Background: an optimization exercise with open tools, aiming at small area and a short achievable clock period. Do not read the settings as production practice.
RTL that was checked went through simulation tests only; none was proved equivalent to the original.
Function not checked in run 2: the RTL went through the layout flow alone.

==> flow/design.v, too long to show whole: its modules and the start of the top module <==
// module full_adder: 9 lines
// module half_adder: 8 lines
// module DaddaKS_16bitMAC: 1692 lines
// module bxor: 3 lines
// module bxnor: 3 lines
// module band: 3 lines
// module bnor: 3 lines
// module bandn: 3 lines
// module aoi21: 3 lines
// module oai21: 3 lines
// module nand2: 3 lines
// module nor2: 3 lines
module DaddaKS_16bitMAC(
    input [15:0] a,
    input [15:0] b,
    input clk,
    input rst,
    input cin,
    output reg [31:0] out,
    output cout
);
  // ...
==> flow/flow/run.sh <==
#!/bin/bash
# The standard layout (the standard.sh) with these ORFS settings on top of config.mk's:
#   'BUFFER_PORTS_ARGS=-buffer_cell sky130_fd_sc_hd__buf_1'
# and one extra step after global placement: downsize.tcl gives every cell the smallest
# drive strength that keeps the worst setup slack (area recovery; synthesis maps the
# one-gate modules to needlessly large cells).  Each tool's output is in its own log.
set -euo pipefail
bash standard.sh 'BUFFER_PORTS_ARGS=-buffer_cell sky130_fd_sc_hd__buf_1' place > standard_place.log 2>&1
R=$PWD/orfs/results/sky130hd/DaddaKS_16bitMAC/base
DS_ODB=$R/3_place.odb DS_SDC=$R/3_place.sdc DS_TARGET=5.3 \
  DS_LIB=$FLOW_HOME/platforms/sky130hd/lib/sky130_fd_sc_hd__tt_025C_1v80.lib \
  DS_PLATFORM_DIR=$FLOW_HOME/platforms/sky130hd \
  openroad -no_init -exit flow/downsize.tcl > downsize.log 2>&1
bash standard.sh 'BUFFER_PORTS_ARGS=-buffer_cell sky130_fd_sc_hd__buf_1' finish > standard_finish.log 2>&1
==> flow/flow/downsize.tcl <==
# Area recovery: give each cell the smallest drive strength of its kind that keeps the
# design's worst setup slack at least DS_TARGET (or the slack it had, if that is lower).
# Reads and rewrites the ODB given in DS_ODB; DS_SDC is its SDC.
read_db $::env(DS_ODB)
read_liberty $::env(DS_LIB)
read_sdc $::env(DS_SDC)
source $::env(DS_PLATFORM_DIR)/setRC.tcl
estimate_parasitics -placement
set wns0 [sta::worst_slack -max]
set target [expr {min($wns0, $::env(DS_TARGET))}]
puts "downsize: worst slack $wns0, target $target"
set area0 0.0
set saved 0.0
set n 0
set insts [get_cells *]
foreach inst $insts {
  set m [get_property $inst ref_name]
  if {![regexp {^(sky130_fd_sc_hd__[a-z0-9]+)_([0-9]+)$} $m -> base size]} { continue }
  if {[string match *df* $base] || [string match *tap* $base] || [string match *conb* $base]} { continue }
  set cands {}
  foreach lc [get_lib_cells */${base}_*] {
    set nm [get_property $lc name]
    if {[regexp "^${base}_(\[0-9\]+)\$" $nm -> s2] && $s2 < $size} { lappend cands [list $s2 $nm] }
  }
  if {![llength $cands]} { continue }
  set cands [lsort -integer -index 0 $cands]
  foreach c $cands {
    set nm [lindex $c 1]
    replace_cell $inst $nm
    if {[sta::worst_slack -max] >= $target} {
      incr n
      puts "downsize: [get_full_name $inst] $m -> $nm"
      break
    }
    replace_cell $inst $m
  }
}
puts "downsize: resized $n cells, worst slack now [sta::worst_slack -max]"
report_design_area
write_db $::env(DS_ODB)
==> flow/standard.sh <==
#!/bin/bash
# synth_recipe.tcl (not shown) runs the flow's synth.tcl, then flattens the netlist and writes it again
# the make line also repeats each setting of config.mk as NAME=value (left out here)
make -C /OpenROAD-flow-scripts/flow DESIGN_CONFIG=/design/flow/config.mk WORK_HOME=/design/flow/orfs CLKGATE_MAP_FILE= SYNTH_SCRIPT=/design/flow/synth_recipe.tcl "${@:-finish}"
==> flow/config.mk <==
export PLATFORM = sky130hd
export DESIGN_NAME = DaddaKS_16bitMAC
export DESIGN_NICKNAME = DaddaKS_16bitMAC
export VERILOG_FILES = /design/flow/design.v
export SDC_FILE = /design/flow/constraint.sdc
export NUM_CORES = 4
export LEC_CHECK = 0
export CAP_MARGIN = 20
export CORE_MARGIN = 2
export CORE_UTILIZATION = 40
export SETUP_SLACK_MARGIN = 5
export SLEW_MARGIN = 20
export SYNTH_HIERARCHICAL = 1
==> flow/constraint.sdc <==
create_clock -name core_clock -period 17.0 [get_ports {clk}]
set_input_delay 3.4000 -clock core_clock [delete_from_list [all_inputs] [get_ports {clk}]]
set_output_delay 3.4000 -clock core_clock [all_outputs]
set_load 0.01 [all_outputs]
==> flow_summary.yaml, run 1 <==
status:
  status: "no timing/DRC/antenna violations"
layout:
  clkbuf_count: 8
  num-nonclk-inverters: 32
  multiInputGateArea_um2: 6815
  reg.largest.list: "out: 32 flops"
  largest_class: "multi-input gates"
  multi_input_area_share_pct: 78.77
worst_setup_path:
  cp_slowest_cell: "fa_1"
  cpPeakStageDelay_ns: 0.51
  timing.rr.start: "out[13]"
timing:
  finalHoldViolations: 0
  finClkSkew_ns: 0.004427
  slew_violations: 0
detailed_routing:
  drt-met1-wl_um: 8251
  vias: 5633
  wirelength_um: 20280
  drt_pass1_iterations: 4
  detail_route.iter0.violations: 358
  top_layer: "met4"
  routed_via_density: 5.084
logic_synthesis:
  synthArstFlopShare_pct: 100.0
cts:
  postCtsHoldBufs: 0
  numCtsBuffers: 5
  cts_resized: 106
  clk-insertion-delay-late_ns: 0.29
placed_design:
  place_ws_ns: 4.515
  placed_cell_area_um2: 8603
grt:
  grt_pass1_vias: 6296
==> run 2, diff against run 1 <==
--- a/flow/design.v
+++ b/flow/design.v
@@ -802,44 +802,59 @@
 wire p_7;
 wire g_7;
 wire p_8;
 wire g_8;
 wire p_9;
 wire g_9;
 wire p_10;
 wire g_10;
+wire t_10;
 wire p_11;
 wire g_11;
+wire t_11;
 wire p_12;
 wire g_12;
+wire t_12;
 wire p_13;
 wire g_13;
+wire t_13;
 wire p_14;
 wire g_14;
+wire t_14;
 wire p_15;
 wire g_15;
+wire t_15;
 wire p_16;
 wire g_16;
+wire t_16;
 wire p_17;
 wire g_17;
+wire t_17;
 wire p_18;
 wire g_18;
+wire t_18;
 wire p_19;
 wire g_19;
+wire t_19;
 wire p_20;
 wire g_20;
+wire t_20;
 wire p_21;
 wire g_21;
+wire t_21;
 wire p_22;
 wire g_22;
+wire t_22;
 wire p_23;
 wire g_23;
+wire t_23;
 wire p_24;
 wire g_24;
+wire t_24;
 wire p_25;
 wire g_25;
 wire p_26;
 wire g_26;
 wire p_27;
 wire g_27;
 wire p_28;
 wire g_28;
@@ -1241,18 +1256,18 @@
 bandn hn9 (.a(out[2]), .b(c5), .y(hc9));
 full_adder fa11 (.a(pp_0_3), .b(pp_1_2), .c(pp_2_1), .sum(s10), .carry(c11));
 full_adder fa13 (.a(pp_3_0), .b(c7), .c(s10), .sum(s12), .carry(c13));
 half_adder ha15 (.a(out[3]), .b(hc9), .sum(hs14), .carry(hc15));
 full_adder fa17 (.a(pp_0_4), .b(pp_1_3), .c(pp_2_2), .sum(s16), .carry(c17));
 assign iv18 = ~out[4];
 full_adder fa20 (.a(iv18), .b(pp_3_1), .c(pp_4_0), .sum(s19), .carry(c20));
 full_adder fa22 (.a(c11), .b(s16), .c(s19), .sum(s21), .carry(c22));
-bxor hx24 (.a(c13), .b(s21), .y(hs23));
-bnor hn24 (.a(c13), .b(s21), .y(hc24));
+bxnor hx24 (.a(hc15), .b(c13), .y(hs23));
+bandn hn24 (.a(hc15), .b(c13), .y(hc24));
 full_adder fa26 (.a(pp_0_5), .b(pp_1_4), .c(pp_2_3), .sum(s25), .carry(c26));
 full_adder fa28 (.a(pp_3_2), .b(pp_4_1), .c(pp_5_0), .sum(s27), .carry(c28));
 full_adder fa30 (.a(c17), .b(c20), .c(s25), .sum(s29), .carry(c30));
 full_adder fa32 (.a(s27), .b(c22), .c(s29), .sum(s31), .carry(c32));
 half_adder ha34 (.a(out[5]), .b(hc24), .sum(hs33), .carry(hc34));
 full_adder fa36 (.a(pp_0_6), .b(pp_1_5), .c(pp_2_4), .sum(s35), .carry(c36));
 full_adder fa38 (.a(pp_3_3), .b(pp_4_2), .c(pp_5_1), .sum(s37), .carry(c38));
 full_adder fa40 (.a(pp_6_0), .b(c26), .c(c28), .sum(s39), .carry(c40));
@@ -1263,18 +1278,18 @@
 bnor hn47 (.a(c32), .b(s44), .y(hc47));
 full_adder fa49 (.a(pp_0_7), .b(pp_1_6), .c(pp_2_5), .sum(s48), .carry(c49));
 full_adder fa51 (.a(pp_3_4), .b(pp_4_3), .c(pp_5_2), .sum(s50), .carry(c51));
 assign iv52 = ~out[7];
 full_adder fa54 (.a(iv52), .b(pp_6_1), .c(pp_7_0), .sum(s53), .carry(c54));
 full_adder fa56 (.a(c36), .b(c38), .c(s48), .sum(s55), .carry(c56));
 full_adder fa58 (.a(s50), .b(s53), .c(c40), .sum(s57), .carry(c58));
 full_adder fa60 (.a(c43), .b(s55), .c(s57), .sum(s59), .carry(c60));
-bxor hx62 (.a(c45), .b(s59), .y(hs61));
-bnor hn62 (.a(c45), .b(s59), .y(hc62));
+bxnor hx62 (.a(hc47), .b(c45), .y(hs61));
+bandn hn62 (.a(hc47), .b(c45), .y(hc62));
 full_adder fa64 (.a(pp_0_8), .b(pp_1_7), .c(pp_2_6), .sum(s63), .carry(c64));
 full_adder fa66 (.a(pp_3_5), .b(pp_4_4), .c(pp_5_3), .sum(s65), .carry(c66));
 full_adder fa68 (.a(pp_6_2), .b(pp_7_1), .c(pp_8_0), .sum(s67), .carry(c68));
 full_adder fa70 (.a(c49), .b(c51), .c(c54), .sum(s69), .carry(c70));
 full_adder fa72 (.a(s63), .b(s65), .c(s67), .sum(s71), .carry(c72));
 full_adder fa74 (.a(c56), .b(s69), .c(s71), .sum(s73), .carry(c74));
 full_adder fa76 (.a(c58), .b(s73), .c(c60), .sum(s75), .carry(c76));
 half_adder ha78 (.a(out[8]), .b(hc62), .sum(hs77), .carry(hc78));
@@ -1284,202 +1299,202 @@
 full_adder fa86 (.a(pp_9_0), .b(c64), .c(c66), .sum(s85), .carry(c86));
 full_adder fa88 (.a(c68), .b(s79), .c(s81), .sum(s87), .carry(c88));
 full_adder fa90 (.a(s83), .b(c70), .c(c72), .sum(s89), .carry(c90));
 assign iv91 = ~out[9];
 full_adder fa93 (.a(iv91), .b(s85), .c(s87), .sum(s92), .carry(c93));
 full_adder fa95 (.a(c74), .b(s89), .c(s92), .sum(s94), .carry(c95));
 bxor hx97 (.a(s94), .b(c76), .y(hs96));
 bnor hn97 (.a(s94), .b(c76), .y(hc97));
-full_adder fa99 (.a(pp_0_10), .b(pp_10_0), .c(pp_1_9), .sum(s98), .carry(c99));
-full_adder fa101 (.a(pp_2_8), .b(pp_3_7), .c(pp_4_6), .sum(s100), .carry(c101));
-full_adder fa103 (.a(pp_5_5), .b(pp_6_4), .c(pp_7_3), .sum(s102), .carry(c103));
+full_adder fa99 (.a(pp_0_10), .b(pp_1_9), .c(pp_2_8), .sum(s98), .carry(c99));
+full_adder fa101 (.a(pp_3_7), .b(pp_4_6), .c(pp_5_5), .sum(s100), .carry(c101));
+full_adder fa103 (.a(pp_6_4), .b(pp_7_3), .c(pp_8_2), .sum(s102), .carry(c103));
 assign iv104 = ~out[10];
-full_adder fa106 (.a(iv104), .b(pp_8_2), .c(pp_9_1), .sum(s105), .carry(c106));
+full_adder fa106 (.a(iv104), .b(pp_9_1), .c(pp_10_0), .sum(s105), .carry(c106));
 full_adder fa108 (.a(c80), .b(c82), .c(c84), .sum(s107), .carry(c108));
-full_adder fa110 (.a(s100), .b(s102), .c(s105), .sum(s109), .carry(c110));
-full_adder fa112 (.a(s98), .b(c86), .c(c88), .sum(s111), .carry(c112));
+full_adder fa110 (.a(s98), .b(s100), .c(s102), .sum(s109), .carry(c110));
+full_adder fa112 (.a(s105), .b(c86), .c(c88), .sum(s111), .carry(c112));
 full_adder fa114 (.a(s107), .b(s109), .c(c90), .sum(s113), .carry(c114));
 full_adder fa116 (.a(c93), .b(s111), .c(s113), .sum(s115), .carry(c116));
 bxor hx118 (.a(c95), .b(s115), .y(hs117));
 bnor hn118 (.a(c95), .b(s115), .y(hc118));
-full_adder fa120 (.a(pp_0_11), .b(pp_10_1), .c(pp_11_0), .sum(s119), .carry(c120));
-full_adder fa122 (.a(pp_1_10), .b(pp_2_9), .c(pp_3_8), .sum(s121), .carry(c122));
-full_adder fa124 (.a(pp_4_7), .b(pp_5_6), .c(pp_6_5), .sum(s123), .carry(c124));
-full_adder fa126 (.a(pp_7_4), .b(pp_8_3), .c(pp_9_2), .sum(s125), .carry(c126));
-full_adder fa128 (.a(c101), .b(c103), .c(c106), .sum(s127), .carry(c128));
-full_adder fa130 (.a(c99), .b(s119), .c(s121), .sum(s129), .carry(c130));
+full_adder fa120 (.a(pp_0_11), .b(pp_1_10), .c(pp_2_9), .sum(s119), .carry(c120));
+full_adder fa122 (.a(pp_3_8), .b(pp_4_7), .c(pp_5_6), .sum(s121), .carry(c122));
+full_adder fa124 (.a(pp_6_5), .b(pp_7_4), .c(pp_8_3), .sum(s123), .carry(c124));
+full_adder fa126 (.a(pp_9_2), .b(pp_10_1), .c(pp_11_0), .sum(s125), .carry(c126));
+full_adder fa128 (.a(c99), .b(c101), .c(c103), .sum(s127), .carry(c128));
+full_adder fa130 (.a(c106), .b(s119), .c(s121), .sum(s129), .carry(c130));
 full_adder fa132 (.a(s123), .b(s125), .c(c108), .sum(s131), .carry(c132));
 full_adder fa134 (.a(c110), .b(s127), .c(s129), .sum(s133), .carry(c134));
 full_adder fa136 (.a(c112), .b(s131), .c(s133), .sum(s135), .carry(c136));
 full_adder fa138 (.a(c114), .b(s135), .c(c116), .sum(s137), .carry(c138));
 half_adder ha140 (.a(out[11]), .b(hc118), .sum(hs139), .carry(hc140));
-full_adder fa142 (.a(pp_0_12), .b(pp_10_2), .c(pp_11_1), .sum(s141), .carry(c142));
-full_adder fa144 (.a(pp_12_0), .b(pp_1_11), .c(pp_2_10), .sum(s143), .carry(c144));
-full_adder fa146 (.a(pp_3_9), .b(pp_4_8), .c(pp_5_7), .sum(s145), .carry(c146));
-full_adder fa148 (.a(pp_6_6), .b(pp_7_5), .c(pp_8_4), .sum(s147), .carry(c148));
-full_adder fa150 (.a(pp_9_3), .b(c120), .c(c122), .sum(s149), .carry(c150));
+full_adder fa142 (.a(pp_0_12), .b(pp_1_11), .c(pp_2_10), .sum(s141), .carry(c142));
+full_adder fa144 (.a(pp_3_9), .b(pp_4_8), .c(pp_5_7), .sum(s143), .carry(c144));
+full_adder fa146 (.a(pp_6_6), .b(pp_7_5), .c(pp_8_4), .sum(s145), .carry(c146));
+full_adder fa148 (.a(pp_9_3), .b(pp_10_2), .c(pp_11_1), .sum(s147), .carry(c148));
+full_adder fa150 (.a(pp_12_0), .b(c120), .c(c122), .sum(s149), .carry(c150));
 full_adder fa152 (.a(c124), .b(c126), .c(s141), .sum(s151), .carry(c152));
 full_adder fa154 (.a(s143), .b(s145), .c(s147), .sum(s153), .carry(c154));
 full_adder fa156 (.a(c128), .b(c130), .c(s149), .sum(s155), .carry(c156));
 full_adder fa158 (.a(s151), .b(s153), .c(c132), .sum(s157), .carry(c158));
 full_adder fa160 (.a(c134), .b(s155), .c(s157), .sum(s159), .carry(c160));
 assign iv161 = ~out[12];
 full_adder fa163 (.a(iv161), .b(c136), .c(s159), .sum(s162), .carry(c163));
 bxor hx165 (.a(c138), .b(s162), .y(hs164));
 bnor hn165 (.a(c138), .b(s162), .y(hc165));
-full_adder fa167 (.a(pp_0_13), .b(pp_10_3), .c(pp_11_2), .sum(s166), .carry(c167));
-full_adder fa169 (.a(pp_12_1), .b(pp_13_0), .c(pp_1_12), .sum(s168), .carry(c169));
-full_adder fa171 (.a(pp_2_11), .b(pp_3_10), .c(pp_4_9), .sum(s170), .carry(c171));
-full_adder fa173 (.a(pp_5_8), .b(pp_6_7), .c(pp_7_6), .sum(s172), .carry(c173));
+full_adder fa167 (.a(pp_0_13), .b(pp_1_12), .c(pp_2_11), .sum(s166), .carry(c167));
+full_adder fa169 (.a(pp_3_10), .b(pp_4_9), .c(pp_5_8), .sum(s168), .carry(c169));
+full_adder fa171 (.a(pp_6_7), .b(pp_7_6), .c(pp_8_5), .sum(s170), .carry(c171));
+full_adder fa173 (.a(pp_9_4), .b(pp_10_3), .c(pp_11_2), .sum(s172), .carry(c173));
 assign iv174 = ~out[13];
-full_adder fa176 (.a(iv174), .b(pp_8_5), .c(pp_9_4), .sum(s175), .carry(c176));
+full_adder fa176 (.a(iv174), .b(pp_12_1), .c(pp_13_0), .sum(s175), .carry(c176));
 full_adder fa178 (.a(c142), .b(c144), .c(c146), .sum(s177), .carry(c178));
 full_adder fa180 (.a(c148), .b(s166), .c(s168), .sum(s179), .carry(c180));
 full_adder fa182 (.a(s170), .b(s172), .c(s175), .sum(s181), .carry(c182));
 full_adder fa184 (.a(c150), .b(c152), .c(c154), .sum(s183), .carry(c184));
 full_adder fa186 (.a(s177), .b(s179), .c(s181), .sum(s185), .carry(c186));
 full_adder fa188 (.a(c156), .b(s183), .c(s185), .sum(s187), .carry(c188));
 full_adder fa190 (.a(c158), .b(s187), .c(c160), .sum(s189), .carry(c190));
 bxor hx192 (.a(c163), .b(s189), .y(hs191));
 bnor hn192 (.a(c163), .b(s189), .y(hc192));
-full_adder fa194 (.a(pp_0_14), .b(pp_10_4), .c(pp_11_3), .sum(s193), .carry(c194));
-full_adder fa196 (.a(pp_12_2), .b(pp_13_1), .c(pp_14_0), .sum(s195), .carry(c196));
-full_adder fa198 (.a(pp_1_13), .b(pp_2_12), .c(pp_3_11), .sum(s197), .carry(c198));
-full_adder fa200 (.a(pp_4_10), .b(pp_5_9), .c(pp_6_8), .sum(s199), .carry(c200));
-full_adder fa202 (.a(pp_7_7), .b(pp_8_6), .c(pp_9_5), .sum(s201), .carry(c202));
+full_adder fa194 (.a(pp_0_14), .b(pp_1_13), .c(pp_2_12), .sum(s193), .carry(c194));
+full_adder fa196 (.a(pp_3_11), .b(pp_4_10), .c(pp_5_9), .sum(s195), .carry(c196));
+full_adder fa198 (.a(pp_6_8), .b(pp_7_7), .c(pp_8_6), .sum(s197), .carry(c198));
+full_adder fa200 (.a(pp_9_5), .b(pp_10_4), .c(pp_11_3), .sum(s199), .carry(c200));
+full_adder fa202 (.a(pp_12_2), .b(pp_13_1), .c(pp_14_0), .sum(s201), .carry(c202));
 full_adder fa204 (.a(c167), .b(c169), .c(c171), .sum(s203), .carry(c204));
 full_adder fa206 (.a(c173), .b(c176), .c(s193), .sum(s205), .carry(c206));
 full_adder fa208 (.a(s195), .b(s197), .c(s199), .sum(s207), .carry(c208));
 full_adder fa210 (.a(s201), .b(c178), .c(c180), .sum(s209), .carry(c210));
 full_adder fa212 (.a(c182), .b(s203), .c(s205), .sum(s211), .carry(c212));
 full_adder fa214 (.a(s207), .b(c184), .c(c186), .sum(s213), .carry(c214));
 assign iv215 = ~out[14];
 full_adder fa217 (.a(iv215), .b(s209), .c(s211), .sum(s216), .carry(c217));
 full_adder fa219 (.a(c188), .b(s213), .c(s216), .sum(s218), .carry(c219));
 bxor hx221 (.a(c190), .b(s218), .y(hs220));
 bnor hn221 (.a(c190), .b(s218), .y(hc221));
-full_adder fa223 (.a(pp_0_15), .b(pp_10_5), .c(pp_11_4), .sum(s222), .carry(c223));
-full_adder fa225 (.a(pp_12_3), .b(pp_13_2), .c(pp_14_1), .sum(s224), .carry(c225));
-full_adder fa227 (.a(pp_15_0), .b(pp_1_14), .c(pp_2_13), .sum(s226), .carry(c227));
-full_adder fa229 (.a(pp_3_12), .b(pp_4_11), .c(pp_5_10), .sum(s228), .carry(c229));
-full_adder fa231 (.a(pp_6_9), .b(pp_7_8), .c(pp_8_7), .sum(s230), .carry(c231));
-full_adder fa233 (.a(pp_9_6), .b(c194), .c(c196), .sum(s232), .carry(c233));
+full_adder fa223 (.a(pp_0_15), .b(pp_1_14), .c(pp_2_13), .sum(s222), .carry(c223));
+full_adder fa225 (.a(pp_3_12), .b(pp_4_11), .c(pp_5_10), .sum(s224), .carry(c225));
+full_adder fa227 (.a(pp_6_9), .b(pp_7_8), .c(pp_8_7), .sum(s226), .carry(c227));
+full_adder fa229 (.a(pp_9_6), .b(pp_10_5), .c(pp_11_4), .sum(s228), .carry(c229));
+full_adder fa231 (.a(pp_12_3), .b(pp_13_2), .c(pp_14_1), .sum(s230), .carry(c231));
+full_adder fa233 (.a(pp_15_0), .b(c194), .c(c196), .sum(s232), .carry(c233));
 full_adder fa235 (.a(c198), .b(c200), .c(c202), .sum(s234), .carry(c235));
 full_adder fa237 (.a(s222), .b(s224), .c(s226), .sum(s236), .carry(c237));
 full_adder fa239 (.a(s228), .b(s230), .c(c204), .sum(s238), .carry(c239));
 full_adder fa241 (.a(c206), .b(c208), .c(s232), .sum(s240), .carry(c241));
 full_adder fa243 (.a(s234), .b(s236), .c(c210), .sum(s242), .carry(c243));
 full_adder fa245 (.a(s238), .b(c212), .c(s240), .sum(s244), .carry(c245));
 full_adder fa247 (.a(c214), .b(s242), .c(c217), .sum(s246), .carry(c247));
 full_adder fa249 (.a(s244), .b(c219), .c(s246), .sum(s248), .carry(c249));
 half_adder ha251 (.a(out[15]), .b(hc221), .sum(hs250), .carry(hc251));
-full_adder fa253 (.a(pp_10_6), .b(pp_11_5), .c(pp_12_4), .sum(s252), .carry(c253));
-full_adder fa255 (.a(pp_13_3), .b(pp_14_2), .c(pp_15_1), .sum(s254), .carry(c255));
-full_adder fa257 (.a(pp_1_15), .b(pp_2_14), .c(pp_3_13), .sum(s256), .carry(c257));
-full_adder fa259 (.a(pp_4_12), .b(pp_5_11), .c(pp_6_10), .sum(s258), .carry(c259));
-full_adder fa261 (.a(pp_7_9), .b(pp_8_8), .c(pp_9_7), .sum(s260), .carry(c261));
+full_adder fa253 (.a(pp_1_15), .b(pp_2_14), .c(pp_3_13), .sum(s252), .carry(c253));
+full_adder fa255 (.a(pp_4_12), .b(pp_5_11), .c(pp_6_10), .sum(s254), .carry(c255));
+full_adder fa257 (.a(pp_7_9), .b(pp_8_8), .c(pp_9_7), .sum(s256), .carry(c257));
+full_adder fa259 (.a(pp_10_6), .b(pp_11_5), .c(pp_12_4), .sum(s258), .carry(c259));
+full_adder fa261 (.a(pp_13_3), .b(pp_14_2), .c(pp_15_1), .sum(s260), .carry(c261));
 full_adder fa263 (.a(c223), .b(c225), .c(c227), .sum(s262), .carry(c263));
 full_adder fa265 (.a(c229), .b(c231), .c(s252), .sum(s264), .carry(c265));
 full_adder fa267 (.a(s254), .b(s256), .c(s258), .sum(s266), .carry(c267));
 full_adder fa269 (.a(s260), .b(c233), .c(c235), .sum(s268), .carry(c269));
 full_adder fa271 (.a(c237), .b(s262), .c(s264), .sum(s270), .carry(c271));
 full_adder fa273 (.a(s266), .b(c239), .c(c241), .sum(s272), .carry(c273));
 full_adder fa275 (.a(s268), .b(s270), .c(c243), .sum(s274), .carry(c275));
 assign iv276 = ~out[16];
 full_adder fa278 (.a(iv276), .b(c245), .c(s272), .sum(s277), .carry(c278));
 full_adder fa280 (.a(s274), .b(c247), .c(s277), .sum(s279), .carry(c280));
 bxor hx282 (.a(c249), .b(s279), .y(hs281));
 bnor hn282 (.a(c249), .b(s279), .y(hc282));
-full_adder fa284 (.a(pp_10_7), .b(pp_11_6), .c(pp_12_5), .sum(s283), .carry(c284));
-full_adder fa286 (.a(pp_13_4), .b(pp_14_3), .c(pp_15_2), .sum(s285), .carry(c286));
-full_adder fa288 (.a(pp_2_15), .b(pp_3_14), .c(pp_4_13), .sum(s287), .carry(c288));
-full_adder fa290 (.a(pp_5_12), .b(pp_6_11), .c(pp_7_10), .sum(s289), .carry(c290));
+full_adder fa284 (.a(pp_2_15), .b(pp_3_14), .c(pp_4_13), .sum(s283), .carry(c284));
+full_adder fa286 (.a(pp_5_12), .b(pp_6_11), .c(pp_7_10), .sum(s285), .carry(c286));
+full_adder fa288 (.a(pp_8_9), .b(pp_9_8), .c(pp_10_7), .sum(s287), .carry(c288));
+full_adder fa290 (.a(pp_11_6), .b(pp_12_5), .c(pp_13_4), .sum(s289), .carry(c290));
 assign iv291 = ~out[17];
-full_adder fa293 (.a(iv291), .b(pp_8_9), .c(pp_9_8), .sum(s292), .carry(c293));
+full_adder fa293 (.a(iv291), .b(pp_14_3), .c(pp_15_2), .sum(s292), .carry(c293));
 full_adder fa295 (.a(c253), .b(c255), .c(c257), .sum(s294), .carry(c295));
 full_adder fa297 (.a(c259), .b(c261), .c(s283), .sum(s296), .carry(c297));
 full_adder fa299 (.a(s285), .b(s287), .c(s289), .sum(s298), .carry(c299));
 full_adder fa301 (.a(s292), .b(c263), .c(c265), .sum(s300), .carry(c301));
 full_adder fa303 (.a(c267), .b(s294), .c(s296), .sum(s302), .carry(c303));
 full_adder fa305 (.a(s298), .b(c269), .c(c271), .sum(s304), .carry(c305));
 full_adder fa307 (.a(s300), .b(s302), .c(c273), .sum(s306), .carry(c307));
 full_adder fa309 (.a(s304), .b(c275), .c(c278), .sum(s308), .carry(c309));
 full_adder fa311 (.a(s306), .b(c280), .c(s308), .sum(s310), .carry(c311));
-full_adder fa313 (.a(pp_10_8), .b(pp_11_7), .c(pp_12_6), .sum(s312), .carry(c313));
-full_adder fa315 (.a(pp_13_5), .b(pp_14_4), .c(pp_15_3), .sum(s314), .carry(c315));
-full_adder fa317 (.a(pp_3_15), .b(pp_4_14), .c(pp_5_13), .sum(s316), .carry(c317));
-full_adder fa319 (.a(pp_6_12), .b(pp_7_11), .c(pp_8_10), .sum(s318), .carry(c319));
-full_adder fa321 (.a(pp_9_9), .b(c284), .c(c286), .sum(s320), .carry(c321));
+full_adder fa313 (.a(pp_3_15), .b(pp_4_14), .c(pp_5_13), .sum(s312), .carry(c313));
+full_adder fa315 (.a(pp_6_12), .b(pp_7_11), .c(pp_8_10), .sum(s314), .carry(c315));
+full_adder fa317 (.a(pp_9_9), .b(pp_10_8), .c(pp_11_7), .sum(s316), .carry(c317));
+full_adder fa319 (.a(pp_12_6), .b(pp_13_5), .c(pp_14_4), .sum(s318), .carry(c319));
+full_adder fa321 (.a(pp_15_3), .b(c284), .c(c286), .sum(s320), .carry(c321));
 full_adder fa323 (.a(c288), .b(c290), .c(c293), .sum(s322), .carry(c323));
 full_adder fa325 (.a(s312), .b(s314), .c(s316), .sum(s324), .carry(c325));
 full_adder fa327 (.a(s318), .b(c295), .c(c297), .sum(s326), .carry(c327));
 full_adder fa329 (.a(c299), .b(s320), .c(s322), .sum(s328), .carry(c329));
 full_adder fa331 (.a(s324), .b(c301), .c(c303), .sum(s330), .carry(c331));
 assign iv332 = ~out[18];
 full_adder fa334 (.a(iv332), .b(s326), .c(s328), .sum(s333), .carry(c334));
 full_adder fa336 (.a(c305), .b(s330), .c(s333), .sum(s335), .carry(c336));
 full_adder fa338 (.a(c307), .b(s335), .c(c309), .sum(s337), .carry(c338));
-full_adder fa340 (.a(pp_10_9), .b(pp_11_8), .c(pp_12_7), .sum(s339), .carry(c340));
-full_adder fa342 (.a(pp_13_6), .b(pp_14_5), .c(pp_15_4), .sum(s341), .carry(c342));
-full_adder fa344 (.a(pp_4_15), .b(pp_5_14), .c(pp_6_13), .sum(s343), .carry(c344));
-full_adder fa346 (.a(pp_7_12), .b(pp_8_11), .c(pp_9_10), .sum(s345), .carry(c346));
+full_adder fa340 (.a(pp_4_15), .b(pp_5_14), .c(pp_6_13), .sum(s339), .carry(c340));
+full_adder fa342 (.a(pp_7_12), .b(pp_8_11), .c(pp_9_10), .sum(s341), .carry(c342));
+full_adder fa344 (.a(pp_10_9), .b(pp_11_8), .c(pp_12_7), .sum(s343), .carry(c344));
+full_adder fa346 (.a(pp_13_6), .b(pp_14_5), .c(pp_15_4), .sum(s345), .carry(c346));
 full_adder fa348 (.a(c313), .b(c315), .c(c317), .sum(s347), .carry(c348));
 full_adder fa350 (.a(c319), .b(s339), .c(s341), .sum(s349), .carry(c350));
 full_adder fa352 (.a(s343), .b(s345), .c(c321), .sum(s351), .carry(c352));
 full_adder fa354 (.a(c323), .b(c325), .c(s347), .sum(s353), .carry(c354));
 full_adder fa356 (.a(s349), .b(c327), .c(c329), .sum(s355), .carry(c356));
 assign iv357 = ~out[19];
 full_adder fa359 (.a(iv357), .b(s351), .c(s353), .sum(s358), .carry(c359));
 full_adder fa361 (.a(c331), .b(c334), .c(s355), .sum(s360), .carry(c361));
 full_adder fa363 (.a(s358), .b(c336), .c(s360), .sum(s362), .carry(c363));
-full_adder fa365 (.a(pp_10_10), .b(pp_11_9), .c(pp_12_8), .sum(s364), .carry(c365));
-full_adder fa367 (.a(pp_13_7), .b(pp_14_6), .c(pp_15_5), .sum(s366), .carry(c367));
-full_adder fa369 (.a(pp_5_15), .b(pp_6_14), .c(pp_7_13), .sum(s368), .carry(c369));
+full_adder fa365 (.a(pp_5_15), .b(pp_6_14), .c(pp_7_13), .sum(s364), .carry(c365));
+full_adder fa367 (.a(pp_8_12), .b(pp_9_11), .c(pp_10_10), .sum(s366), .carry(c367));
+full_adder fa369 (.a(pp_11_9), .b(pp_12_8), .c(pp_13_7), .sum(s368), .carry(c369));
 assign iv370 = ~out[20];
-full_adder fa372 (.a(iv370), .b(pp_8_12), .c(pp_9_11), .sum(s371), .carry(c372));
+full_adder fa372 (.a(iv370), .b(pp_14_6), .c(pp_15_5), .sum(s371), .carry(c372));
 full_adder fa374 (.a(c340), .b(c342), .c(c344), .sum(s373), .carry(c374));
 full_adder fa376 (.a(c346), .b(s364), .c(s366), .sum(s375), .carry(c376));
 full_adder fa378 (.a(s368), .b(s371), .c(c348), .sum(s377), .carry(c378));
 full_adder fa380 (.a(c350), .b(s373), .c(s375), .sum(s379), .carry(c380));
 full_adder fa382 (.a(c352), .b(c354), .c(s377), .sum(s381), .carry(c382));
 full_adder fa384 (.a(s379), .b(c356), .c(c359), .sum(s383), .carry(c384));
 full_adder fa386 (.a(s381), .b(c361), .c(s383), .sum(s385), .carry(c386));
-full_adder fa388 (.a(pp_10_11), .b(pp_11_10), .c(pp_12_9), .sum(s387), .carry(c388));
-full_adder fa390 (.a(pp_13_8), .b(pp_14_7), .c(pp_15_6), .sum(s389), .carry(c390));
-full_adder fa392 (.a(pp_6_15), .b(pp_7_14), .c(pp_8_13), .sum(s391), .carry(c392));
-full_adder fa394 (.a(pp_9_12), .b(c365), .c(c367), .sum(s393), .carry(c394));
+full_adder fa388 (.a(pp_6_15), .b(pp_7_14), .c(pp_8_13), .sum(s387), .carry(c388));
+full_adder fa390 (.a(pp_9_12), .b(pp_10_11), .c(pp_11_10), .sum(s389), .carry(c390));
+full_adder fa392 (.a(pp_12_9), .b(pp_13_8), .c(pp_14_7), .sum(s391), .carry(c392));
+full_adder fa394 (.a(pp_15_6), .b(c365), .c(c367), .sum(s393), .carry(c394));
 full_adder fa396 (.a(c369), .b(c372), .c(s387), .sum(s395), .carry(c396));
 full_adder fa398 (.a(s389), .b(s391), .c(c374), .sum(s397), .carry(c398));
 full_adder fa400 (.a(c376), .b(s393), .c(s395), .sum(s399), .carry(c400));
 full_adder fa402 (.a(c378), .b(s397), .c(c380), .sum(s401), .carry(c402));
 full_adder fa404 (.a(s399), .b(c382), .c(s401), .sum(s403), .carry(c404));
 full_adder fa406 (.a(c384), .b(s403), .c(c386), .sum(s405), .carry(c406));
-full_adder fa408 (.a(pp_10_12), .b(pp_11_11), .c(pp_12_10), .sum(s407), .carry(c408));
-full_adder fa410 (.a(pp_13_9), .b(pp_14_8), .c(pp_15_7), .sum(s409), .carry(c410));
-full_adder fa412 (.a(pp_7_15), .b(pp_8_14), .c(pp_9_13), .sum(s411), .carry(c412));
+full_adder fa408 (.a(pp_7_15), .b(pp_8_14), .c(pp_9_13), .sum(s407), .carry(c408));
+full_adder fa410 (.a(pp_10_12), .b(pp_11_11), .c(pp_12_10), .sum(s409), .carry(c410));
+full_adder fa412 (.a(pp_13_9), .b(pp_14_8), .c(pp_15_7), .sum(s411), .carry(c412));
 full_adder fa414 (.a(c388), .b(c390), .c(c392), .sum(s413), .carry(c414));
 full_adder fa416 (.a(s407), .b(s409), .c(s411), .sum(s415), .carry(c416));
 full_adder fa418 (.a(c394), .b(c396), .c(s413), .sum(s417), .carry(c418));
 full_adder fa420 (.a(s415), .b(c398), .c(c400), .sum(s419), .carry(c420));
 full_adder fa422 (.a(s417), .b(c402), .c(s419), .sum(s421), .carry(c422));
 assign iv423 = ~out[22];
 full_adder fa425 (.a(iv423), .b(c404), .c(s421), .sum(s424), .carry(c425));
-full_adder fa427 (.a(pp_10_13), .b(pp_11_12), .c(pp_12_11), .sum(s426), .carry(c427));
-full_adder fa429 (.a(pp_13_10), .b(pp_14_9), .c(pp_15_8), .sum(s428), .carry(c429));
+full_adder fa427 (.a(pp_8_15), .b(pp_9_14), .c(pp_10_13), .sum(s426), .carry(c427));
+full_adder fa429 (.a(pp_11_12), .b(pp_12_11), .c(pp_13_10), .sum(s428), .carry(c429));
 assign iv430 = ~out[23];
-full_adder fa432 (.a(iv430), .b(pp_8_15), .c(pp_9_14), .sum(s431), .carry(c432));
+full_adder fa432 (.a(iv430), .b(pp_14_9), .c(pp_15_8), .sum(s431), .carry(c432));
 full_adder fa434 (.a(c408), .b(c410), .c(c412), .sum(s433), .carry(c434));
 full_adder fa436 (.a(s426), .b(s428), .c(s431), .sum(s435), .carry(c436));
 full_adder fa438 (.a(c414), .b(c416), .c(s433), .sum(s437), .carry(c438));
 full_adder fa440 (.a(s435), .b(c418), .c(s437), .sum(s439), .carry(c440));
 full_adder fa442 (.a(c420), .b(s439), .c(c422), .sum(s441), .carry(c442));
-full_adder fa444 (.a(pp_10_14), .b(pp_11_13), .c(pp_12_12), .sum(s443), .carry(c444));
-full_adder fa446 (.a(pp_13_11), .b(pp_14_10), .c(pp_15_9), .sum(s445), .carry(c446));
-full_adder fa448 (.a(pp_9_15), .b(c427), .c(c429), .sum(s447), .carry(c448));
+full_adder fa444 (.a(pp_9_15), .b(pp_10_14), .c(pp_11_13), .sum(s443), .carry(c444));
+full_adder fa446 (.a(pp_12_12), .b(pp_13_11), .c(pp_14_10), .sum(s445), .carry(c446));
+full_adder fa448 (.a(pp_15_9), .b(c427), .c(c429), .sum(s447), .carry(c448));
 full_adder fa450 (.a(c432), .b(s443), .c(s445), .sum(s449), .carry(c450));
 full_adder fa452 (.a(c434), .b(c436), .c(s447), .sum(s451), .carry(c452));
 full_adder fa454 (.a(s449), .b(c438), .c(s451), .sum(s453), .carry(c454));
 assign iv455 = ~out[24];
 full_adder fa457 (.a(iv455), .b(c440), .c(s453), .sum(s456), .carry(c457));
 full_adder fa459 (.a(pp_10_15), .b(pp_11_14), .c(pp_12_13), .sum(s458), .carry(c459));
 full_adder fa461 (.a(pp_13_12), .b(pp_14_11), .c(pp_15_10), .sum(s460), .carry(c461));
 full_adder fa463 (.a(c444), .b(c446), .c(s458), .sum(s462), .carry(c463));
@@ -1510,58 +1525,73 @@
 bxnor px0 (.a(hs1), .b(pp_0_0), .y(p_0));
 bandn pg0 (.a(hs1), .b(pp_0_0), .y(g_0));
 bxnor px1 (.a(hc2), .b(s4), .y(p_1));
 bandn pg1 (.a(hc2), .b(s4), .y(g_1));
 bxnor px2 (.a(hs8), .b(s6), .y(p_2));
 bandn pg2 (.a(hs8), .b(s6), .y(g_2));
 bxnor px3 (.a(hs14), .b(s12), .y(p_3));
 bandn pg3 (.a(hs14), .b(s12), .y(g_3));
-bxor px4 (.a(hc15), .b(hs23), .y(p_4));
-band pg4 (.a(hc15), .b(hs23), .y(g_4));
+bxnor px4 (.a(hs23), .b(s21), .y(p_4));
+bandn pg4 (.a(hs23), .b(s21), .y(g_4));
 bxnor px5 (.a(hs33), .b(s31), .y(p_5));
 bandn pg5 (.a(hs33), .b(s31), .y(g_5));
 bxor px6 (.a(hc34), .b(hs46), .y(p_6));
 band pg6 (.a(hc34), .b(hs46), .y(g_6));
-bxor px7 (.a(hc47), .b(hs61), .y(p_7));
-band pg7 (.a(hc47), .b(hs61), .y(g_7));
+bxnor px7 (.a(hs61), .b(s59), .y(p_7));
+bandn pg7 (.a(hs61), .b(s59), .y(g_7));
 bxnor px8 (.a(hs77), .b(s75), .y(p_8));
 bandn pg8 (.a(hs77), .b(s75), .y(g_8));
 bxor px9 (.a(hc78), .b(hs96), .y(p_9));
 band pg9 (.a(hc78), .b(hs96), .y(g_9));
 bxor px10 (.a(hc97), .b(hs117), .y(p_10));
 band pg10 (.a(hc97), .b(hs117), .y(g_10));
+bor pt10 (.a(hc97), .b(hs117), .y(t_10));
 bxnor px11 (.a(hs139), .b(s137), .y(p_11));
 bandn pg11 (.a(hs139), .b(s137), .y(g_11));
+born pt11 (.a(hs139), .b(s137), .y(t_11));
 bxor px12 (.a(hc140), .b(hs164), .y(p_12));
 band pg12 (.a(hc140), .b(hs164), .y(g_12));
+bor pt12 (.a(hc140), .b(hs164), .y(t_12));
 bxor px13 (.a(hc165), .b(hs191), .y(p_13));
 band pg13 (.a(hc165), .b(hs191), .y(g_13));
+bor pt13 (.a(hc165), .b(hs191), .y(t_13));
 bxor px14 (.a(hc192), .b(hs220), .y(p_14));
 band pg14 (.a(hc192), .b(hs220), .y(g_14));
+bor pt14 (.a(hc192), .b(hs220), .y(t_14));
 bxnor px15 (.a(hs250), .b(s248), .y(p_15));
 bandn pg15 (.a(hs250), .b(s248), .y(g_15));
+born pt15 (.a(hs250), .b(s248), .y(t_15));
 bxor px16 (.a(hc251), .b(hs281), .y(p_16));
 band pg16 (.a(hc251), .b(hs281), .y(g_16));
+bor pt16 (.a(hc251), .b(hs281), .y(t_16));
 bxnor px17 (.a(hc282), .b(s310), .y(p_17));
 bandn pg17 (.a(hc282), .b(s310), .y(g_17));
+born pt17 (.a(hc282), .b(s310), .y(t_17));
 bxor px18 (.a(c311), .b(s337), .y(p_18));
 bnor pg18 (.a(c311), .b(s337), .y(g_18));
+nand2 pt18 (.a(c311), .b(s337), .y(t_18));
 bxor px19 (.a(c338), .b(s362), .y(p_19));
 bnor pg19 (.a(c338), .b(s362), .y(g_19));
+nand2 pt19 (.a(c338), .b(s362), .y(t_19));
 bxor px20 (.a(c363), .b(s385), .y(p_20));
 bnor pg20 (.a(c363), .b(s385), .y(g_20));
+nand2 pt20 (.a(c363), .b(s385), .y(t_20));
 bxnor px21 (.a(out[21]), .b(s405), .y(p_21));
 bandn pg21 (.a(out[21]), .b(s405), .y(g_21));
+born pt21 (.a(out[21]), .b(s405), .y(t_21));
 bxor px22 (.a(c406), .b(s424), .y(p_22));
 bnor pg22 (.a(c406), .b(s424), .y(g_22));
+nand2 pt22 (.a(c406), .b(s424), .y(t_22));
 bxor px23 (.a(c425), .b(s441), .y(p_23));
 bnor pg23 (.a(c425), .b(s441), .y(g_23));
+nand2 pt23 (.a(c425), .b(s441), .y(t_23));
 bxor px24 (.a(c442), .b(s456), .y(p_24));
 bnor pg24 (.a(c442), .b(s456), .y(g_24));
+nand2 pt24 (.a(c442), .b(s456), .y(t_24));
 bxor px25 (.a(c457), .b(s469), .y(p_25));
 bnor pg25 (.a(c457), .b(s469), .y(g_25));
 bxor px26 (.a(c470), .b(s480), .y(p_26));
 bnor pg26 (.a(c470), .b(s480), .y(g_26));
 bxor px27 (.a(c481), .b(s489), .y(p_27));
 bnor pg27 (.a(c481), .b(s489), .y(g_27));
 bxor px28 (.a(c490), .b(s496), .y(p_28));
 bnor pg28 (.a(c490), .b(s496), .y(g_28));
@@ -1577,32 +1607,32 @@
 aoi21 uG3_2_507 (.a(p_3), .b(g_2), .c(g_3), .y(G3_2_507));
 nand2 uP3_2_508 (.a(p_3), .b(p_2), .y(P3_2_508));
 aoi21 uG5_4_509 (.a(p_5), .b(g_4), .c(g_5), .y(G5_4_509));
 nand2 uP5_4_510 (.a(p_5), .b(p_4), .y(P5_4_510));
 aoi21 uG7_6_511 (.a(p_7), .b(g_6), .c(g_7), .y(G7_6_511));
 nand2 uP7_6_512 (.a(p_7), .b(p_6), .y(P7_6_512));
 aoi21 uG9_8_513 (.a(p_9), .b(g_8), .c(g_9), .y(G9_8_513));
 nand2 uP9_8_514 (.a(p_9), .b(p_8), .y(P9_8_514));
-aoi21 uG11_10_515 (.a(p_11), .b(g_10), .c(g_11), .y(G11_10_515));
-nand2 uP11_10_516 (.a(p_11), .b(p_10), .y(P11_10_516));
-aoi21 uG13_12_517 (.a(p_13), .b(g_12), .c(g_13), .y(G13_12_517));
-nand2 uP13_12_518 (.a(p_13), .b(p_12), .y(P13_12_518));
-aoi21 uG15_14_519 (.a(p_15), .b(g_14), .c(g_15), .y(G15_14_519));
-nand2 uP15_14_520 (.a(p_15), .b(p_14), .y(P15_14_520));
-aoi21 uG17_16_521 (.a(p_17), .b(g_16), .c(g_17), .y(G17_16_521));
-nand2 uP17_16_522 (.a(p_17), .b(p_16), .y(P17_16_522));
-aoi21 uG19_18_523 (.a(p_19), .b(g_18), .c(g_19), .y(G19_18_523));
-nand2 uP19_18_524 (.a(p_19), .b(p_18), .y(P19_18_524));
-aoi21 uG21_20_525 (.a(p_21), .b(g_20), .c(g_21), .y(G21_20_525));
-nand2 uP21_20_526 (.a(p_21), .b(p_20), .y(P21_20_526));
-aoi21 uG23_22_527 (.a(p_23), .b(g_22), .c(g_23), .y(G23_22_527));
-nand2 uP23_22_528 (.a(p_23), .b(p_22), .y(P23_22_528));
+aoi21 uG11_10_515 (.a(t_11), .b(g_10), .c(g_11), .y(G11_10_515));
+nand2 uP11_10_516 (.a(t_11), .b(t_10), .y(P11_10_516));
+aoi21 uG13_12_517 (.a(t_13), .b(g_12), .c(g_13), .y(G13_12_517));
+nand2 uP13_12_518 (.a(t_13), .b(t_12), .y(P13_12_518));
+aoi21 uG15_14_519 (.a(t_15), .b(g_14), .c(g_15), .y(G15_14_519));
+nand2 uP15_14_520 (.a(t_15), .b(t_14), .y(P15_14_520));
+aoi21 uG17_16_521 (.a(t_17), .b(g_16), .c(g_17), .y(G17_16_521));
+nand2 uP17_16_522 (.a(t_17), .b(t_16), .y(P17_16_522));
+aoi21 uG19_18_523 (.a(t_19), .b(g_18), .c(g_19), .y(G19_18_523));
+nand2 uP19_18_524 (.a(t_19), .b(t_18), .y(P19_18_524));
+aoi21 uG21_20_525 (.a(t_21), .b(g_20), .c(g_21), .y(G21_20_525));
+nand2 uP21_20_526 (.a(t_21), .b(t_20), .y(P21_20_526));
+aoi21 uG23_22_527 (.a(t_23), .b(g_22), .c(g_23), .y(G23_22_527));
+nand2 uP23_22_528 (.a(t_23), .b(t_22), .y(P23_22_528));
 aoi21 uG25_24_529 (.a(p_25), .b(g_24), .c(g_25), .y(G25_24_529));
-nand2 uP25_24_530 (.a(p_25), .b(p_24), .y(P25_24_530));
+nand2 uP25_24_530 (.a(p_25), .b(t_24), .y(P25_24_530));
 aoi21 uG27_26_531 (.a(p_27), .b(g_26), .c(g_27), .y(G27_26_531));
 nand2 uP27_26_532 (.a(p_27), .b(p_26), .y(P27_26_532));
 aoi21 uG29_28_533 (.a(p_29), .b(g_28), .c(g_29), .y(G29_28_533));
 nand2 uP29_28_534 (.a(p_29), .b(p_28), .y(P29_28_534));
 aoi21 uG31_30_535 (.a(p_31), .b(g_30), .c(g_31), .y(G31_30_535));
 nand2 uP31_30_536 (.a(p_31), .b(p_30), .y(P31_30_536));
 oai21 uG3_0_537 (.a(P3_2_508), .b(G1_0_506), .c(G3_2_507), .y(G3_0_537));
 oai21 uG7_4_538 (.a(P7_6_512), .b(G5_4_509), .c(G7_6_511), .y(G7_4_538));
@@ -1647,26 +1677,26 @@
 oai21 uG25_0_577 (.a(P25_24_530), .b(gi576), .c(G25_24_529), .y(G25_0_577));
 oai21 uG29_0_578 (.a(P29_28_534), .b(G27_0_568), .c(G29_28_533), .y(G29_0_578));
 assign gi579 = ~G1_0_506;
 aoi21 uG2_0_580 (.a(p_2), .b(gi579), .c(g_2), .y(G2_0_580));
 aoi21 uG4_0_581 (.a(p_4), .b(G3_0_537), .c(g_4), .y(G4_0_581));
 aoi21 uG6_0_582 (.a(p_6), .b(G5_0_570), .c(g_6), .y(G6_0_582));
 assign gi583 = ~G7_0_552;
 aoi21 uG8_0_584 (.a(p_8), .b(gi583), .c(g_8), .y(G8_0_584));
-aoi21 uG10_0_585 (.a(p_10), .b(G9_0_571), .c(g_10), .y(G10_0_585));
+aoi21 uG10_0_585 (.a(t_10), .b(G9_0_571), .c(g_10), .y(G10_0_585));
 assign gi586 = ~G11_0_566;
-aoi21 uG12_0_587 (.a(p_12), .b(gi586), .c(g_12), .y(G12_0_587));
-aoi21 uG14_0_588 (.a(p_14), .b(G13_0_572), .c(g_14), .y(G14_0_588));
-aoi21 uG16_0_589 (.a(p_16), .b(G15_0_559), .c(g_16), .y(G16_0_589));
-aoi21 uG18_0_590 (.a(p_18), .b(G17_0_574), .c(g_18), .y(G18_0_590));
+aoi21 uG12_0_587 (.a(t_12), .b(gi586), .c(g_12), .y(G12_0_587));
+aoi21 uG14_0_588 (.a(t_14), .b(G13_0_572), .c(g_14), .y(G14_0_588));
+aoi21 uG16_0_589 (.a(t_16), .b(G15_0_559), .c(g_16), .y(G16_0_589));
+aoi21 uG18_0_590 (.a(t_18), .b(G17_0_574), .c(g_18), .y(G18_0_590));
 assign gi591 = ~G19_0_567;
-aoi21 uG20_0_592 (.a(p_20), .b(gi591), .c(g_20), .y(G20_0_592));
-aoi21 uG22_0_593 (.a(p_22), .b(G21_0_575), .c(g_22), .y(G22_0_593));
-aoi21 uG24_0_594 (.a(p_24), .b(G23_0_564), .c(g_24), .y(G24_0_594));
+aoi21 uG20_0_592 (.a(t_20), .b(gi591), .c(g_20), .y(G20_0_592));
+aoi21 uG22_0_593 (.a(t_22), .b(G21_0_575), .c(g_22), .y(G22_0_593));
+aoi21 uG24_0_594 (.a(t_24), .b(G23_0_564), .c(g_24), .y(G24_0_594));
 aoi21 uG26_0_595 (.a(p_26), .b(G25_0_577), .c(g_26), .y(G26_0_595));
 assign gi596 = ~G27_0_568;
 aoi21 uG28_0_597 (.a(p_28), .b(gi596), .c(g_28), .y(G28_0_597));
 aoi21 uG30_0_598 (.a(p_30), .b(G29_0_578), .c(g_30), .y(G30_0_598));
 assign sum_0 = p_0;
 bxor sx1 (.a(p_1), .b(g_0), .y(sum_1));
 bxnor sx2 (.a(p_2), .b(G1_0_506), .y(sum_2));
 bxnor sx3 (.a(p_3), .b(G2_0_580), .y(sum_3));
@@ -1717,16 +1747,22 @@
 assign y = a & b;
 endmodule
 module bnor(input a, input b, output y);
 assign y = ~(a | b);
 endmodule
 module bandn(input a, input b, output y);
 assign y = a & ~b;
 endmodule
+module bor(input a, input b, output y);
+assign y = a | b;
+endmodule
+module born(input a, input b, output y);
+assign y = a | ~b;
+endmodule
 module aoi21(input a, input b, input c, output y);
 assign y = ~((a & b) | c);
 endmodule
 module oai21(input a, input b, input c, output y);
 assign y = ~((a | b) & c);
 endmodule
 module nand2(input a, input b, output y);
 assign y = ~(a & b);
==> run 2 against run 1 <==
Effect of this change:
- count of clock-buffer cells in the layout decreased by 1
- critical path depth did not move
- clock skew is essentially flat
- design area rose by 1.1%
- utilization down 0.58 points
- via count increased by 3.0%
- sequential cell count stayed put
- first-iteration DRC count is 14% lower
- critical path type unchanged
- largest cell class unchanged
- highest routed layer unchanged
==> flow_summary.yaml, run 2 <==
status:
  status: "no timing/DRC/antenna violations"
cts:
  numCtsBuffers: 5
  cts.sinks: 32
  clk-insertion-delay-late_ns: 0.30
  htree_levels: 2
  cts_tree: "built"
  postCtsHoldBufs: 0
  cts_buffer_depth: 2
  clkTransAtPathRegs_ns: 0.06
  ctsRootBufferMaster: "clkbuf_16"
grt:
  grt_max_degree: 33
  grt_first_pass_wirelength_um: 35180
  grt_usage_pct: 19.16
  grt_pass1_vias: 6588
  overflow: 0
  antenna_found_initial: 0
logic_synthesis:
  synth_ff_type: "dfrtp_1"
  synth_top_family_by_area: "adder cells"
  yosys_warnings: 7
  synth_nets: 1096
  synth_compound_area_share_pct: 4.897
  synth_mux_area_share_pct: 0
  yosys.area.top_type: "fa_1"
  syn_inst: 830
  avgSynthCellArea_um2: 10.62
  ys_seq_area_share_pct: 9.084
  ys_ff_latch: 32
  synthArstFlopShare_pct: 100.0
  synth_area_um2: 8815
  synthSimpleGateAreaFrac_pct: 16.99
  synthTopCellsByArea: "fa_1 51%, nand2_1 11%, dfrtp_1 9.1%"
  synthTopCellsByCount: "270 x nand2_1, 225 x fa_1, 62 x buf_6"
  synth_top_area_share_pct: 51.10
  synth_edf_count: 0
  synth_fa_ha_area_share_pct: 51.95
  synthXorXnorAreaFrac_pct: 7.353
  synth_most_common_cell: "nand2_1"
  yosys.cell_types.count: 19
layout:
  nNetsFinal: 1113
  regMostFlops: "out"
  n_antenna_cell: 0
  layout_common_cells: "280 x nand2_1, 225 x fa_1, 40 x buf_1"
  reg.largest.list: "out: 32 flops"
  design_area_um2: 8745
  final_common_cell: "nand2_1"
  layout.cells.non_filler: 1128
  nFillCells: 2207
  largest_register_ffs: 32
  final_layout_size_suffix_gt1_share_pct: 5.071
  syn_to_final_growth_pct: -0.7949
placed_design:
  place.gp.congestion: 0.8019
  portBuffers: 67
  dp_hpwl_um: 16440
  placed_cell_area_um2: 8728
  placed_cells: 1119
timing:
  grt_setup_unrepaired: "false"
  fin_crit_sh_pct: 68.91
  slew_violations: 0
  layout_min_cycle_time_ns: 11.71
  finalHoldViolations: 0
  setup_tns_ns: 0
  slew_headroom_pct: 36.41
  finClkSkew_ns: 0.004207
  setup_violations: 0
  fmax_mhz: 85.37
  worstMarginPinSlew_ns: 0.9439
hold_path:
  hold_path.class: "reg -> reg"
  worstHoldStart: "out[0]"
detailed_routing:
  ant_nets: 0
  vias: 5801
  wirelength_um: 21010
  routed_via_density: 5.143
  detail_route.iter0.violations: 308
  drt_pass1_iterations: 5
  drc: 0
  wl_per_cell_um: 18.63
floorplanning:
  boundaryPins: 68
  start_util_pct: 40.52
  coreArea_um2: 21760
  fp.dieArea_um2: 23240
  fp-row-count: 54
  dieHeight_um: 152.4
  die_w_um: 152.4
flow_run:
  max_cap_viol_count: 0
worst_setup_path:
  worstSetupStartpointType: "primary input"
  critical_path_required_ns: 13.60
  end_kind: "output port"
  cp.arrival_ns: 8.31
  startpoint: "a[13]"
  worst-path-max-fanout: 16
  timing.rr.start: "out[13]"
  critPathKind: "in -> out"
run 2: changes by cell type in the layout (fill, tap and decap cells not counted), sizes merged:
cell,previous run,this run
nand2b,0,4
nor2b,12,16
buf,52,50
nor2,29,27
bufinv,0,1
and2,9,7
xnor2,33,37
nand2,274,280
clkbuf,30,31
xor2,41,37
or2,0,5
run 2: area by class of cell:
class / instances / area (um2) / share of cell area [%]
clock inverter: 1 / 30.03 / 0.3434
inverter: 32 / 120.1 / 1.374
sequential: 32 / 800.8 / 9.157
multi-input combinational: 702 / 6873 / 78.59
tap: 280 / 350.3 / 4.006
clock buffer: 7 / 152.6 / 1.746
timing repair buffer: 74 / 417.9 / 4.779
run 2: what timing repair did:
action | 4_1_cts | 5_1_grt
setup buffers | 0 | 0
setup endpoints to repair | 1 | 1
gates resized for setup | 64 | 77
run 2: metal layers:
layer	track usage [%]	routed length, um
met5	0	0
met4	4.321	337
met3	3.868	1453
met2	33.12	10810
met1	25.10	8405
run 2: kinds of logic after synthesis:
kind of cell    Yosys count
simple gates            339
fa+ha+maj               231
buf+inv                  96
xor+xnor                 74
compound gates           57
flops                    32
other cells               1
run 2: worst paths after layout:
path                                 to  slack [ns]  depth (start not counted)
min in group asynchronous       out[12]        3.16                          3
max in group asynchronous       out[24]       13.37                          4
worst min-delay path             out[0]        0.61                          2
worst max-delay path               cout        5.29                         17
worst min register to register   out[0]        0.61                          2
worst max register to register  out[31]       11.06                         17
run 2: per-stage QoR:
stage          util, %  worst slack [ns]  hold WS [ns]
6_report         40.19             5.286        0.6144
5_1_grt          40.19             5.003        0.6503
4_1_cts          40.26             5.007        0.6210
3_5_place_dp     40.12             4.739        0.6158
3_3_place_gp     40.12             4.789        0.6166
2_1_floorplan        -             5.731        0.6496
run 2: Yosys stat by module, one instance, submodules excluded, a selection:
module | cells | cell area (um2) | flip-flops and latches | copies in the design
full_adder | 1 | 20.02 | 0 | 225
band | 1 | 6.256 | 0 | 7
DaddaKS_16bitMAC | 385 | 2644 | 32 | 1
born | 1 | 6.256 | 0 | 4
half_adder | 1 | 12.51 | 0 | 6
nand2 | 1 | 3.754 | 0 | 24
bxor | 1 | 8.758 | 0 | 37
bxnor | 1 | 8.758 | 0 | 37
aoi21 | 1 | 8.758 | 0 | 39
oai21 | 1 | 5.005 | 0 | 18
run 2: worst max-delay path: stages:
cell and delay, ns:
buf_2 0.33, nand2_1 0.14, fa_1 0.54, fa_1 0.44, fa_1 0.41, fa_1 0.42, fa_1 0.46, fa_1 0.44
fa_1 0.58, nand2b_1 0.09, a21oi_1 0.22, o21ai_1 0.13, a21oi_1 0.16, o21ai_0 0.11, a21oi_1 0.20, xnor2_1 0.10
buf_1 0.13

afterwards: timing with drivers on the ports:
Ports are ideal in the flow. The routed layouts listed here were re-timed in OpenROAD. Step 1 (the two cells are an assumption about what drives the block):
set clk [get_ports {clk}]
set_driving_cell -lib_cell sky130_fd_sc_hd__clkbuf_16 $clk
set_driving_cell -lib_cell sky130_fd_sc_hd__buf_2 [delete_from_list [all_inputs] $clk]
Step 2 times the ports against the registers' clock, not the clock port: input delays grow and output delays shrink by t, the midpoint of the rising clock arrivals with the driver on. a / b / c = no drivers / after step 1 / after step 2; a / b = the first two.
run | t, ns | setup slack, ns | hold slack, ns
run 1 | 0.333 | 5.310 / 5.281 / 5.281 | 0.616 / 0.616 / 0.616
run 2 | 0.340 | 5.286 / 5.261 / 5.261 | 0.614 / 0.614 / 0.614
After both steps setup and hold are still met in every run listed. The setup slack of run 1, which loses most, moves by -0.029 ns with the drivers and by -0.029 ns with both steps.
